Source: an optimization exercise on an open RTL-to-GDS flow (aim: small area, a short achievable clock period and few clock cycles per item). Production flows keep margins and buffers that such runs may drop.
At most, simulation tests tie the RTL to the original design; equivalence was not proved.

## MyDesign
module MyDesign #(parameter OUTPUT_LENGTH       = 8,
                  parameter MAX_MESSAGE_LENGTH  = 55,
                  parameter NUMBER_OF_Ks        = 64,
                  parameter NUMBER_OF_Hs        = 8 ,
                  parameter SYMBOL_WIDTH        = 8  )
            (
            output reg                                      dut__xxx__finish     ,
            input  wire                                     xxx__dut__go         ,
            input  wire  [ $clog2(MAX_MESSAGE_LENGTH):0]    xxx__dut__msg_length ,
            output reg  [ $clog2(MAX_MESSAGE_LENGTH)-1:0]   dut__msg__address  ,
            output wire                                     dut__msg__enable   ,
            output wire                                     dut__msg__write    ,
            input  wire [7:0]                               msg__dut__data     ,
            output wire [ $clog2(NUMBER_OF_Ks)-1:0]         dut__kmem__address  ,
            output wire                                     dut__kmem__enable   ,
            output wire                                     dut__kmem__write    ,
            input  wire [31:0]                              kmem__dut__data     ,
            output reg  [ $clog2(NUMBER_OF_Hs)-1:0]         dut__hmem__address  ,
            output wire                                     dut__hmem__enable   ,
            output wire                                     dut__hmem__write    ,
            input  wire [31:0]                              hmem__dut__data     ,
            output reg  [ $clog2(OUTPUT_LENGTH)-1:0]        dut__dom__address  ,
            output reg  [31:0]                              dut__dom__data     ,
            output wire                                     dut__dom__enable   ,
            output wire                                     dut__dom__write    ,
            input  wire                 clk             ,
            input  wire                 reset
            );
Size: ~4500 cells after synthesis, ~140 I/O pins, about 0.048 mm^2 of cells after synthesis.
==> flow/config.mk <==
export PLATFORM = sky130hd
export DESIGN_NAME = MyDesign
export DESIGN_NICKNAME = MyDesign
export VERILOG_FILES = /design/flow/design.v
export SDC_FILE = /design/flow/constraint.sdc
export NUM_CORES = 4
export LEC_CHECK = 0
export ABC_AREA = 1
export CAP_MARGIN = 20
export CORE_MARGIN = 2
export CORE_UTILIZATION = 40
export CTS_CLUSTER_DIAMETER = 100
export CTS_CLUSTER_SIZE = 24
export SETUP_SLACK_MARGIN = 5
export SLEW_MARGIN = 20
==> flow/constraint.sdc <==
create_clock -name core_clock -period 10.0 [get_ports {clk}]
set_input_delay 2.0000 -clock core_clock [delete_from_list [all_inputs] [get_ports {clk}]]
set_output_delay 2.0000 -clock core_clock [all_outputs]
set_load 0.01 [all_outputs]
standard.sh (not shown) runs the stock make flow with config.mk's settings and CLKGATE_MAP_FILE= SYNTH_SCRIPT=/design/flow/synth_recipe.tcl, a recipe that flattens the netlist after the stock synthesis.
==> flow/flow/run.sh <==
#!/bin/bash
bash standard.sh SETUP_SLACK_MARGIN=6.25 "BUFFER_PORTS_ARGS=-buffer_cell sky130_fd_sc_hd__buf_1" finish > standard.log 2>&1
Rerun with:
--- a/flow/design.v
+++ b/flow/design.v
@@ -98,44 +98,43 @@
 wire [5:0]  len   = xxx__dut__msg_length[5:0];
 wire [3:0]  q     = start ? 4'd0 : p[3:0] + 4'd1;
 wire        qlen  = (len[5:2] == q);
 wire [31:0] padw  = {qlen & (len[1:0] == 2'd0), 7'd0,
                      qlen & (len[1:0] == 2'd1), 7'd0,
                      qlen & (len[1:0] == 2'd2), 7'd0,
                      qlen & (len[1:0] == 2'd3), 7'd0}
                   | ((q == 4'd15) ? {23'd0, len[5:0], 3'd0} : 32'd0);
 wire        p_lt15 = (p[6:4] == 3'd0) & (p[3:0] != 4'd15);
-reg  [31:0] sreg;
-wire [31:0] ss0 = rotr(wr[2], 7) ^ rotr(wr[2], 18) ^ (wr[2] >> 3);
+wire [31:0] ss0 = rotr(wr[1], 7) ^ rotr(wr[1], 18) ^ (wr[1] >> 3);
 wire [31:0] ss1 = rotr(wr[14], 17) ^ rotr(wr[14], 19) ^ (wr[14] >> 10);
-wire [31:0] u0  = wr[1] ^ wr[10] ^ ss0;
-wire [31:0] u1  = ((wr[1] & wr[10]) | (wr[1] & ss0) | (wr[10] & ss0)) << 1;
-wire [31:0] snew  = u0 + u1;
-wire [31:0] sched = ss1 + sreg;
+wire [31:0] u0  = wr[0] ^ wr[9] ^ ss0;
+wire [31:0] u1  = ((wr[0] & wr[9]) | (wr[0] & ss0) | (wr[9] & ss0)) << 1;
+wire [31:0] v0  = u0 ^ u1 ^ ss1;
+wire [31:0] v1  = ((u0 & u1) | (u0 & ss1) | (u1 & ss1)) << 1;
+wire [31:0] sched = v0 + v1;
 wire selS = pstep & ~p_lt15;
 reg [31:0] wrest;
 always @(*) begin
     wrest = ((pstep & p_lt15) | start) ? padw : wr[15];
     if (rd) begin
         case (maddr[1:0])
             2'd0: wrest[31:24] = msg__dut__data;
             2'd1: wrest[23:16] = msg__dut__data;
             2'd2: wrest[15: 8] = msg__dut__data;
             2'd3: wrest[ 7: 0] = msg__dut__data;
         endcase
     end
 end
 wire [31:0] w15n = selS ? sched : wrest;
 integer i;
 always @(posedge clk) begin
     if (pstep) begin
         for (i = 0; i < 15; i = i + 1) wr[i] <= wr[i+1];
-        sreg <= snew;
         kw <= kmem__dut__data + wr[15];
     end
     wr[15] <= w15n;
 end
 reg [31:0] A1, A2, A3, A4, e, f, g, h;
 wire [31:0] S0  = rotr(A1, 2) ^ rotr(A1, 13) ^ rotr(A1, 22);
 wire [31:0] S1  = rotr(e, 6) ^ rotr(e, 11) ^ rotr(e, 25);
 wire [31:0] ch  = g ^ (e & (f ^ g));
 wire [31:0] maj = (A1 & A2) | (A3 & (A1 | A2));
What happened: The new run completed with no timing, DRC or antenna violations; setup slack degrades by 0.013 ns; fmax went down by about 0.3%; register-to-register slack hardly moves; final cell count goes down by 4.8%; count of clock-buffer cells in the layout grows by 1.
Testbench counts after the change, summed over its fixed seeds: cycles 17,686, hashes 192.
Only the layout flow was run in the first run of this note; the RTL was not checked for function there.

MyDesign, a different RTL version from the one above (not shown whole).
Size: ~3600 cells after synthesis, ~940 flip-flops, ~48000 sq um of cells after synthesis.
==> flow/config.mk <==
export PLATFORM = sky130hd
export DESIGN_NAME = MyDesign
export DESIGN_NICKNAME = MyDesign
export VERILOG_FILES = /design/flow/design.v
export SDC_FILE = /design/flow/constraint.sdc
export NUM_CORES = 4
export LEC_CHECK = 0
export CAP_MARGIN = 20
export CORE_MARGIN = 2
export CORE_UTILIZATION = 40
export SETUP_SLACK_MARGIN = 5
export SLEW_MARGIN = 20
==> flow/constraint.sdc <==
create_clock -name core_clock -period 10.0 [get_ports {clk}]
set_input_delay 2.0000 -clock core_clock [delete_from_list [all_inputs] [get_ports {clk}]]
set_output_delay 2.0000 -clock core_clock [all_outputs]
set_load 0.01 [all_outputs]
==> flow/flow/run.sh <==
#!/bin/bash
bash standard.sh SETUP_SLACK_MARGIN=6 finish > standard.log 2>&1
Edit:
--- a/flow/design.v
+++ b/flow/design.v
@@ -111,43 +111,44 @@
 wire [5:0]  len   = start ? xxx__dut__msg_length[5:0] : lenr;
 wire [3:0]  q     = start ? 4'd0 : p[3:0] + 4'd1;
 wire        qlen  = (len[5:2] == q);
 wire [31:0] padw  = {qlen & (len[1:0] == 2'd0), 7'd0,
                      qlen & (len[1:0] == 2'd1), 7'd0,
                      qlen & (len[1:0] == 2'd2), 7'd0,
                      qlen & (len[1:0] == 2'd3), 7'd0}
                   | ((q == 4'd15) ? {23'd0, len[5:0], 3'd0} : 32'd0);
 wire        p_lt15 = (p[6:4] == 3'd0) & (p[3:0] != 4'd15);
-wire [31:0] ss0 = rotr(wr[1], 7) ^ rotr(wr[1], 18) ^ (wr[1] >> 3);
+reg  [31:0] sreg;
+wire [31:0] ss0 = rotr(wr[2], 7) ^ rotr(wr[2], 18) ^ (wr[2] >> 3);
 wire [31:0] ss1 = rotr(wr[14], 17) ^ rotr(wr[14], 19) ^ (wr[14] >> 10);
-wire [31:0] u0  = wr[0] ^ wr[9] ^ ss0;
-wire [31:0] u1  = ((wr[0] & wr[9]) | (wr[0] & ss0) | (wr[9] & ss0)) << 1;
-wire [31:0] v0  = u0 ^ u1 ^ ss1;
-wire [31:0] v1  = ((u0 & u1) | (u0 & ss1) | (u1 & ss1)) << 1;
-wire [31:0] sched = v0 + v1;
+wire [31:0] u0  = wr[1] ^ wr[10] ^ ss0;
+wire [31:0] u1  = ((wr[1] & wr[10]) | (wr[1] & ss0) | (wr[10] & ss0)) << 1;
+wire [31:0] snew  = u0 + u1;
+wire [31:0] sched = ss1 + sreg;
 wire selS = pstep & ~p_lt15;
 reg [31:0] wrest;
 always @(*) begin
     wrest = ((pstep & p_lt15) | start) ? padw : wr[15];
     if (rd) begin
         case (maddr[1:0])
             2'd0: wrest[31:24] = msg__dut__data;
             2'd1: wrest[23:16] = msg__dut__data;
             2'd2: wrest[15: 8] = msg__dut__data;
             2'd3: wrest[ 7: 0] = msg__dut__data;
         endcase
     end
 end
 wire [31:0] w15n = selS ? sched : wrest;
 integer i;
 always @(posedge clk) begin
     if (pstep) begin
         for (i = 0; i < 15; i = i + 1) wr[i] <= wr[i+1];
+        sreg <= snew;
     end
     wr[15] <= w15n;
 end
 reg [31:0] A1, A2, A3, A4, e, f, g, h;
 wire [31:0] S0  = rotr(A1, 2) ^ rotr(A1, 13) ^ rotr(A1, 22);
 wire [31:0] S1  = rotr(e, 6) ^ rotr(e, 11) ^ rotr(e, 25);
 wire [31:0] ch  = g ^ (e & (f ^ g));
 wire [31:0] maj = (A1 & A2) | (A3 & (A1 | A2));
 wire [31:0] nA4 = ~A4;
Outcome:
- worst hold slack gets worse by 0.0043 ns
- global-route usage hardly moves
- routed wire length climbs by about 2.7%
- core utilization drops by 0.41 points
- worst setup slack gets worse by 0.37 ns
- first-iteration DRC count drops by about 0.9%
- clock skew stays flat
- clock-buffer cell count climbs by 4
Function was not checked in any run of this note: the RTL went through the layout flow alone.

The RTL this note starts from:
==> flow/design.v <==
module MyDesign #(parameter OUTPUT_LENGTH       = 8,
                  parameter MAX_MESSAGE_LENGTH  = 55,
                  parameter NUMBER_OF_Ks        = 64,
                  parameter NUMBER_OF_Hs        = 8 ,
                  parameter SYMBOL_WIDTH        = 8  )
            (
            output reg                                      dut__xxx__finish     ,
            input  wire                                     xxx__dut__go         ,
            input  wire  [ $clog2(MAX_MESSAGE_LENGTH):0]    xxx__dut__msg_length ,
            output reg  [ $clog2(MAX_MESSAGE_LENGTH)-1:0]   dut__msg__address  ,
            output wire                                     dut__msg__enable   ,
            output wire                                     dut__msg__write    ,
            input  wire [7:0]                               msg__dut__data     ,
            output wire [ $clog2(NUMBER_OF_Ks)-1:0]         dut__kmem__address  ,
            output wire                                     dut__kmem__enable   ,
            output wire                                     dut__kmem__write    ,
            input  wire [31:0]                              kmem__dut__data     ,
            output reg  [ $clog2(NUMBER_OF_Hs)-1:0]         dut__hmem__address  ,
            output wire                                     dut__hmem__enable   ,
            output wire                                     dut__hmem__write    ,
            input  wire [31:0]                              hmem__dut__data     ,
            output reg  [ $clog2(OUTPUT_LENGTH)-1:0]        dut__dom__address  ,
            output reg  [31:0]                              dut__dom__data     ,
            output wire                                     dut__dom__enable   ,
            output wire                                     dut__dom__write    ,
            input  wire                 clk             ,
            input  wire                 reset
            );
assign dut__msg__enable  = 1'b1;
assign dut__msg__write   = 1'b0;
assign dut__kmem__enable = 1'b1;
assign dut__kmem__write  = 1'b0;
assign dut__hmem__enable = 1'b1;
assign dut__hmem__write  = 1'b0;
reg        busy;
reg  [6:0] r, p;
reg  [3:0] hcnt;
reg        dom_en;
reg  [5:0] lenr;                             
reg  [5:0] kaddr;                            
reg  [31:0] kreg;                            
reg  [31:0] hreg;                            
wire       start = xxx__dut__go & ~busy;
wire       act   = busy | xxx__dut__go;
wire       kwf   = p[0] ^ r[0];              
wire       hdone = hcnt[3];
wire       last  = (r == 7'd69);
assign dut__kmem__address = kaddr;
assign dut__dom__enable   = dom_en;
assign dut__dom__write    = dom_en;
wire [5:0] maddr = dut__msg__address;
wire       mdone = (maddr == lenr);
wire       wavail = (p[6:4] != 3'd0) | mdone | (maddr[5:2] == p[3:0] + 4'd1);
wire rstep = kwf & hdone & ~r[6];
wire pstep = busy & ~p[6] & wavail & (~kwf | rstep);
wire rd    = start | (busy & ~mdone & ((maddr[5:2] == p[3:0]) | pstep));
wire hload = act & ~hdone;
wire drain = busy & (r >= 7'd65) & (r <= 7'd67);
wire owr   = busy & (r >= 7'd61) & (r <= 7'd68);
wire [6:0] r_n    = last ? 7'd0 : ((rstep | (busy & r[6])) ? r + 7'd1 : r);
wire [3:0] hcnt_n = last ? 4'd0 : (hload ? hcnt + 4'd1 : hcnt);
wire [2:0] haddr_n = ~(hcnt_n[3] ? r_n[2:0] : hcnt_n[2:0]);
always @(posedge clk or posedge reset) begin
    if (reset) begin
        busy              <= 1'b0;
        r                 <= 7'd0;
        p                 <= 7'd0;
        hcnt              <= 4'd0;
        dut__msg__address <= 6'd0;
        kaddr             <= 6'd0;
        dut__hmem__address<= 3'd7;
        dut__xxx__finish  <= 1'b0;
        dom_en            <= 1'b0;
    end else begin
        busy               <= start | (busy & ~last);
        r                  <= r_n;
        p                  <= last ? 7'd0 : (pstep ? p + 7'd1 : p);
        hcnt               <= hcnt_n;
        dut__msg__address  <= last ? 6'd0 : (rd ? maddr + 6'd1 : maddr);
        kaddr              <= last ? 6'd0 : ((start | pstep) ? kaddr + 6'd1 : kaddr);
        dut__hmem__address <= haddr_n;
        dut__xxx__finish   <= busy & last;
        dom_en             <= owr;
    end
end
reg  [31:0] wr [0:15];
reg  [31:0] kw;
function [31:0] rotr(input [31:0] x, input integer n);
    rotr = (x >> n) | (x << (32 - n));
endfunction
always @(posedge clk) begin
    if (start) lenr <= xxx__dut__msg_length[5:0];
    if (start | pstep) kreg <= kmem__dut__data;
    hreg <= hmem__dut__data;
end
wire [5:0]  len   = start ? xxx__dut__msg_length[5:0] : lenr;
wire [3:0]  q     = start ? 4'd0 : p[3:0] + 4'd1;
wire        qlen  = (len[5:2] == q);
wire [31:0] padw  = {qlen & (len[1:0] == 2'd0), 7'd0,
                     qlen & (len[1:0] == 2'd1), 7'd0,
                     qlen & (len[1:0] == 2'd2), 7'd0,
                     qlen & (len[1:0] == 2'd3), 7'd0}
                  | ((q == 4'd15) ? {23'd0, len[5:0], 3'd0} : 32'd0);
wire        p_lt15 = (p[6:4] == 3'd0) & (p[3:0] != 4'd15);
wire [31:0] ss0 = rotr(wr[1], 7) ^ rotr(wr[1], 18) ^ (wr[1] >> 3);
wire [31:0] ss1 = rotr(wr[14], 17) ^ rotr(wr[14], 19) ^ (wr[14] >> 10);
wire [31:0] u0  = wr[0] ^ wr[9] ^ ss0;
wire [31:0] u1  = ((wr[0] & wr[9]) | (wr[0] & ss0) | (wr[9] & ss0)) << 1;
wire [31:0] v0  = u0 ^ u1 ^ ss1;
wire [31:0] v1  = ((u0 & u1) | (u0 & ss1) | (u1 & ss1)) << 1;
wire [31:0] sched = v0 + v1;
wire selS = pstep & ~p_lt15;
reg [31:0] wrest;
always @(*) begin
    wrest = ((pstep & p_lt15) | start) ? padw : wr[15];
    if (rd) begin
        case (maddr[1:0])
            2'd0: wrest[31:24] = msg__dut__data;
            2'd1: wrest[23:16] = msg__dut__data;
            2'd2: wrest[15: 8] = msg__dut__data;
            2'd3: wrest[ 7: 0] = msg__dut__data;
        endcase
    end
end
wire [31:0] w15n = selS ? sched : wrest;
integer i;
always @(posedge clk) begin
    if (pstep) begin
        for (i = 0; i < 15; i = i + 1) wr[i] <= wr[i+1];
        kw <= kreg + wr[15];
    end
    wr[15] <= w15n;
end
reg [31:0] a, b, c, d, e, f, g, h;
wire [31:0] S0  = rotr(a, 2) ^ rotr(a, 13) ^ rotr(a, 22);
wire [31:0] S1  = rotr(e, 6) ^ rotr(e, 11) ^ rotr(e, 25);
wire [31:0] ch  = g ^ (e & (f ^ g));
wire [31:0] maj = (a & b) | (c & (a | b));
wire [31:0] x0 = h ^ kw ^ ch;
wire [31:0] x1 = ((h & kw) | (h & ch) | (kw & ch)) << 1;
wire [31:0] m0 = S0 ^ maj ^ S1;
wire [31:0] m1 = ((S0 & maj) | (S0 & S1) | (maj & S1)) << 1;
wire [31:0] n0 = x0 ^ x1 ^ m0;
wire [31:0] n1 = ((x0 & x1) | (x0 & m0) | (x1 & m0)) << 1;
wire [31:0] y0 = x0 ^ x1 ^ S1;
wire [31:0] y1 = ((x0 & x1) | (x0 & S1) | (x1 & S1)) << 1;
wire [31:0] z0 = y0 ^ y1 ^ d;
wire [31:0] z1 = ((y0 & y1) | (y0 & d) | (y1 & d)) << 1;
wire [31:0] o0 = n0 ^ n1 ^ m1;
wire [31:0] o1 = ((n0 & n1) | (n0 & m1) | (n1 & m1)) << 1;
wire [31:0] anew = o0 + o1;
wire [31:0] enew = z0 + z1;
always @(posedge clk) begin
    if (rstep) begin
        a <= anew; b <= a; c <= b; d <= c;
        e <= enew; f <= e; g <= f; h <= g;
    end else if (hload | drain) begin
        a <= hmem__dut__data; b <= a; c <= b; d <= c;
        e <= d;               f <= e; g <= f; h <= g;
    end
end
wire [31:0] tap = (r[6] & (r[2:0] != 3'd0)) ? h : a;
always @(posedge clk) begin
    if (owr) begin
        dut__dom__data    <= tap + hreg;
        dut__dom__address <= 3'd0 - r[2:0];
    end
end
endmodule
Settings: LEC_CHECK=0, CAP_MARGIN=20, CORE_MARGIN=2, CORE_UTILIZATION=40, SETUP_SLACK_MARGIN=5, SLEW_MARGIN=20; clock period 10.0 ns.
run.sh (not shown) runs the stock make flow with config.mk's settings and CLKGATE_MAP_FILE= SYNTH_SCRIPT=/design/flow/synth_recipe.tcl, a recipe that flattens the netlist after the stock synthesis.
Stock flow here: none of the scripts above is used.
Change:
--- a/flow/design.v
+++ b/flow/design.v
@@ -37,8 +37,5 @@
 reg  [3:0] hcnt;
 reg        dom_en;
-reg  [5:0] lenr;                             
-reg  [5:0] kaddr;                            
-reg  [31:0] kreg;                            
-reg  [31:0] hreg;                            
+wire [6:0] len   = xxx__dut__msg_length;
 wire       start = xxx__dut__go & ~busy;
 wire       act   = busy | xxx__dut__go;
@@ -46,13 +43,13 @@
 wire       hdone = hcnt[3];
 wire       last  = (r == 7'd69);
-assign dut__kmem__address = kaddr;
+assign dut__kmem__address = p[5:0];
 assign dut__dom__enable   = dom_en;
 assign dut__dom__write    = dom_en;
 wire [5:0] maddr = dut__msg__address;
-wire       mdone = (maddr == lenr);
+wire       mdone = ({1'b0, maddr} == len);
 wire       wavail = (p[6:4] != 3'd0) | mdone | (maddr[5:2] == p[3:0] + 4'd1);
 wire rstep = kwf & hdone & ~r[6];
 wire pstep = busy & ~p[6] & wavail & (~kwf | rstep);
-wire rd    = start | (busy & ~mdone & ((maddr[5:2] == p[3:0]) | pstep));
+wire rd    = act & ~mdone & ((maddr[5:2] == p[3:0]) | pstep);
 wire hload = act & ~hdone;
 wire drain = busy & (r >= 7'd65) & (r <= 7'd67);
@@ -60,5 +57,5 @@
 wire [6:0] r_n    = last ? 7'd0 : ((rstep | (busy & r[6])) ? r + 7'd1 : r);
 wire [3:0] hcnt_n = last ? 4'd0 : (hload ? hcnt + 4'd1 : hcnt);
-wire [2:0] haddr_n = ~(hcnt_n[3] ? r_n[2:0] : hcnt_n[2:0]);
+wire [2:0] haddr_n = hcnt_n[3] ? (3'd0 - r_n[2:0]) : ~hcnt_n[2:0];
 always @(posedge clk or posedge reset) begin
     if (reset) begin
@@ -68,5 +65,4 @@
         hcnt              <= 4'd0;
         dut__msg__address <= 6'd0;
-        kaddr             <= 6'd0;
         dut__hmem__address<= 3'd7;
         dut__xxx__finish  <= 1'b0;
@@ -78,5 +74,4 @@
         hcnt               <= hcnt_n;
         dut__msg__address  <= last ? 6'd0 : (rd ? maddr + 6'd1 : maddr);
-        kaddr              <= last ? 6'd0 : ((start | pstep) ? kaddr + 6'd1 : kaddr);
         dut__hmem__address <= haddr_n;
         dut__xxx__finish   <= busy & last;
@@ -89,10 +84,4 @@
     rotr = (x >> n) | (x << (32 - n));
 endfunction
-always @(posedge clk) begin
-    if (start) lenr <= xxx__dut__msg_length[5:0];
-    if (start | pstep) kreg <= kmem__dut__data;
-    hreg <= hmem__dut__data;
-end
-wire [5:0]  len   = start ? xxx__dut__msg_length[5:0] : lenr;
 wire [3:0]  q     = start ? 4'd0 : p[3:0] + 4'd1;
 wire        qlen  = (len[5:2] == q);
@@ -110,23 +99,23 @@
 wire [31:0] v1  = ((u0 & u1) | (u0 & ss1) | (u1 & ss1)) << 1;
 wire [31:0] sched = v0 + v1;
-wire selS = pstep & ~p_lt15;
-reg [31:0] wrest;
+reg [31:0] w15n;
 always @(*) begin
-    wrest = ((pstep & p_lt15) | start) ? padw : wr[15];
+    w15n = wr[15];
+    if (pstep)      w15n = p_lt15 ? padw : sched;
+    else if (start) w15n = padw;
     if (rd) begin
         case (maddr[1:0])
-            2'd0: wrest[31:24] = msg__dut__data;
-            2'd1: wrest[23:16] = msg__dut__data;
-            2'd2: wrest[15: 8] = msg__dut__data;
-            2'd3: wrest[ 7: 0] = msg__dut__data;
+            2'd0: w15n[31:24] = msg__dut__data;
+            2'd1: w15n[23:16] = msg__dut__data;
+            2'd2: w15n[15: 8] = msg__dut__data;
+            2'd3: w15n[ 7: 0] = msg__dut__data;
         endcase
     end
 end
-wire [31:0] w15n = selS ? sched : wrest;
 integer i;
 always @(posedge clk) begin
     if (pstep) begin
         for (i = 0; i < 15; i = i + 1) wr[i] <= wr[i+1];
-        kw <= kreg + wr[15];
+        kw <= kmem__dut__data + wr[15];
     end
     wr[15] <= w15n;
@@ -163,6 +152,6 @@
 always @(posedge clk) begin
     if (owr) begin
-        dut__dom__data    <= tap + hreg;
-        dut__dom__address <= 3'd0 - r[2:0];
+        dut__dom__data    <= tap + hmem__dut__data;
+        dut__dom__address <= dut__hmem__address;
     end
 end
Effect: The new run went through all stages and came out clean; sequential share of layout area went down by 1.3 points; non-clock buffer count rises by 18; setup slack improves by 0.23 ns; design area goes down by 4.3%; cell count drops by 3.4%; critical path depth is lower by 2; global-route usage drops by 0.10 points; die area goes down by 4.8%; wire length falls by 5.2%; utilization rose by 0.25 points; clock-buffer cell count decreases by 12; synthesized cell count came out lower by 4.4%.
Testbench counts after the change, summed over its fixed seeds: cycles 17,711, hashes 192.
The RTL of the first run of this note was laid out without a check of its function.

-- what the ideal ports hide --
The flow's constraints put no driver on any port. The routed layouts listed below were extracted and timed again, unchanged, in two steps.
Step 1: set_driving_cell puts a clkbuf_16 on clk and a buf_2 on each other input, an assumption about the parent block.
Step 2 also shifts input and output timing later by t, the mid clock arrival at the registers, as if the neighbouring blocks saw the same clock.
Slacks: ideal / step 1 / step 2; pairs: ideal / step 1.
run	shift t [ns]	slack for setup (ns)	worst hold slack (ns)	worst data-port slew with drivers (ns)
the first run of note 1	0.740	6.059 / 6.059 / 5.611	0.399 / 0.399 / 0.399	0.16
the second run of note 1	0.734	6.047 / 6.047 / 5.679	0.408 / 0.408 / 0.408	0.11
the first run of note 2	0.760	5.298 / 5.298 / 5.245	0.413 / 0.413 / 0.413	0.15
the second run of note 2	0.797	4.931 / 4.931 / 4.931	0.409 / 0.409 / 0.409	0.16
the first run of note 3	0.754	4.614 / 4.614 / 4.614	0.404 / 0.404 / 0.404	0.11
the second run of note 3	0.734	4.841 / 4.841 / 4.388	0.408 / 0.408 / 0.408	0.09
After both steps setup and hold are still met in every run listed. The setup slack of the second run of note 3, which loses most, moves by 0.000 ns with the drivers and by -0.453 ns with both steps.
